Source: an optimization exercise on an open RTL-to-GDS flow (aim: a short achievable clock period and few clock cycles). Production flows keep margins and buffers that such runs may drop.
In this exercise RTL edits were held to simulation tests only and were not proved equivalent to the original.
No activity file was given, so power comes from the tool's default toggle rates.

// cpu_core
module cpu_core(
    input logic clk,
    input logic reset_n,
    output logic[5:0] imem_reg,
    input logic[31:0] imem_data,
    output logic dmem_write,
    output logic[5:0] dmem_reg,
    output logic[31:0] dmem_write_data,
    input logic[31:0] dmem_read_data
);
Settings: LEC_CHECK=0, ABC_CLOCK_PERIOD_IN_PS=2000, CAP_MARGIN=20, CELL_PAD_IN_SITES_DETAIL_PLACEMENT=1, CELL_PAD_IN_SITES_GLOBAL_PLACEMENT=2, CORE_MARGIN=2, CORE_UTILIZATION=22, PLACE_DENSITY=0.4, SETUP_SLACK_MARGIN=4.7, SLEW_MARGIN=20, TNS_END_PERCENT=100; clock period 7.2 ns.
run.sh (not shown) runs the stock make flow with config.mk's settings and CLKGATE_MAP_FILE= SYNTH_SCRIPT=/design/flow/synth_recipe.tcl, a recipe that flattens the netlist after the stock synthesis.
Testbench counts at the start, summed over its fixed seeds: cycles 21,147.
Rerun with:
--- a/flow/design.v
+++ b/flow/design.v
@@ -123,32 +123,26 @@
     logic [3:0]  rtgt;
     logic [31:0] e_p0, e_p1, e_c0, e_c1;
     assign e_p0 = e_a0 ^ e_b0;
     assign e_p1 = e_a1 ^ e_b1;
     assign e_c0 = carry32(e_a0, e_b0, e_sub0);
     assign e_c1 = carry32(e_a1, e_b1, e_sub1);
     assign e_sum0 = e_p0 ^ e_c0;
     assign e_sum1 = e_p1 ^ e_c1;
     assign e_res0 = e_lw0 ? dmem_read_data : e_sum0;
     assign e_res1 = e_lw1 ? dmem_read_data : e_sum1;
-    function automatic logic fused_eq(input logic [31:0] z);
-        logic [31:0] fc, fco;
-        fc  = e_a0 ^ e_b0 ^ z;
-        fco = (e_a0 & e_b0) | ((e_a0 ^ e_b0) & ~z);
-        fused_eq = (fc[0] == e_sub0) && (fc[31:1] == fco[30:0]);
-    endfunction
-    logic e_fq_a, e_fq_b;
-    assign e_z1   = e_fz ? e_b1 : e_a1;
-    assign e_fq_a = fused_eq(e_a1);
-    assign e_fq_b = fused_eq(e_b1);
+    logic [31:0] fc, fco;
+    assign e_z1 = e_fz ? e_b1 : e_a1;
+    assign fc  = e_a0 ^ e_b0 ^ e_z1;
+    assign fco = (e_a0 & e_b0) | (e_a0 & fc) | (e_b0 & fc);
     assign e_eq0 = e_a0 == e_b0;
-    assign e_eq1 = e_fu1 ? (e_fz ? e_fq_b : e_fq_a) : (e_a1 == e_b1);
+    assign e_eq1 = e_fu1 ? ((fc[0] == e_sub0) && (fc[31:1] == fco[30:0])) : (e_a1 == e_b1);
     assign e_t0 = e_jmp0 || e_eq0;
     assign e_t1 = e_jmp1 || e_eq1;
     assign m0 = e_v0 && e_br0 && (e_t0 != e_pd0);
     assign m1 = e_v1 && e_br1 && (e_t1 != e_pd1);
     assign redirect = m0 || m1;
     assign rtgt = m0 ? e_alt0 : e_alt1;
     logic [31:0]   wa, wb;
     logic [PW-1:0] pa, pb;
     logic [4:0]    a_rd, a_rs1, a_rs2, b_rd, b_rs1, b_rs2;
     logic          b_dep1, b_dep2, pair, issue;
@@ -313,31 +307,29 @@
             if (!iv[i]) begin
                 pf2 = pf1;
                 pf1 = 4'(i);
             end
     end
     assign pf = (pf1 == ia) ? pf2 : pf1;
     logic ivf_alt0, ivf_alt1, ivf_fp, ivf_fp1;
     assign ivf_alt0 = iv_f[e_alt0];
     assign ivf_alt1 = iv_f[e_alt1];
     assign ivf_fp   = iv_f[fp];
-    logic [15:0] iv_f1;               
-    assign iv_f1    = {iv_f[0], iv_f[15:1]};
-    assign ivf_fp1  = iv_f1[fp];
+    assign ivf_fp1  = iv_f[fp1];
     logic hit_next;                   
     always_comb begin
         if (redirect)
             hit_next = m0 ? ivf_alt0 : ivf_alt1;
         else if (!push)
             hit_next = f_hit || ivf_fp;
         else if (f_hit)
-            hit_next = g1_ok && pt_nc[fp];
+            hit_next = g1_ok ? iv_f[pt_n[fp]] : iv_f[pt_q[fp]];
         else
             hit_next = u_jump ? iv_f[u_jt] : ivf_fp1;
     end
     assign ia_next = hit_next ? pf : fp_next;
     logic [3:0] s_v, free1, free2, qn_v;
     always_comb begin
         if (!issue)     s_v = q_v;
         else if (pair)  s_v = {2'b00, q_v[3:2]};
         else            s_v = {1'b0, q_v[3:1]};
         free1 = ~s_v & {s_v[2:0], 1'b1};
- The new run completed without violations
- total power decreases by 1.3%
- wire length decreases by 6.5%
- clock skew increases by 0.0057 ns
- core utilization decreases by 0.33 points
- count of clock-buffer cells in the layout decreases by 9
- via count decreases by 3.3%
Testbench counts after the change, summed over its fixed seeds: cycles 21,151.

[static timing again, ports no longer ideal]
No port has a modelled driver above. Below, the same layouts with a new extraction and two added sets of constraints. Step 1 sets driving cells, clkbuf_16 on the clock port and buf_2 on the other inputs (assumed; they add their load-dependent delay and slew). Step 2 adds t to the input delays and takes it off the output delays; t is the mean of the earliest and latest rising clock arrival at the registers after step 1. Input paths then give back, and output paths get back, about the clock's delay inside the block. a / b / c = no drivers / after step 1 / after step 2; a / b = the first two.
run | shift t [ns] | setup WS [ns] | worst setup path at the end | worst slew at a driven data input, ns
the first run | 1.183 | 2.823 / 2.823 / 2.420 | input to register | 0.21
the second run | 1.151 | 2.734 / 2.734 / 2.171 | input to register | 0.16
After both steps setup and hold are still met in every run listed. For the second run, which loses most, drivers alone change the setup slack by 0.000 ns; drivers and shift together by -0.563 ns.
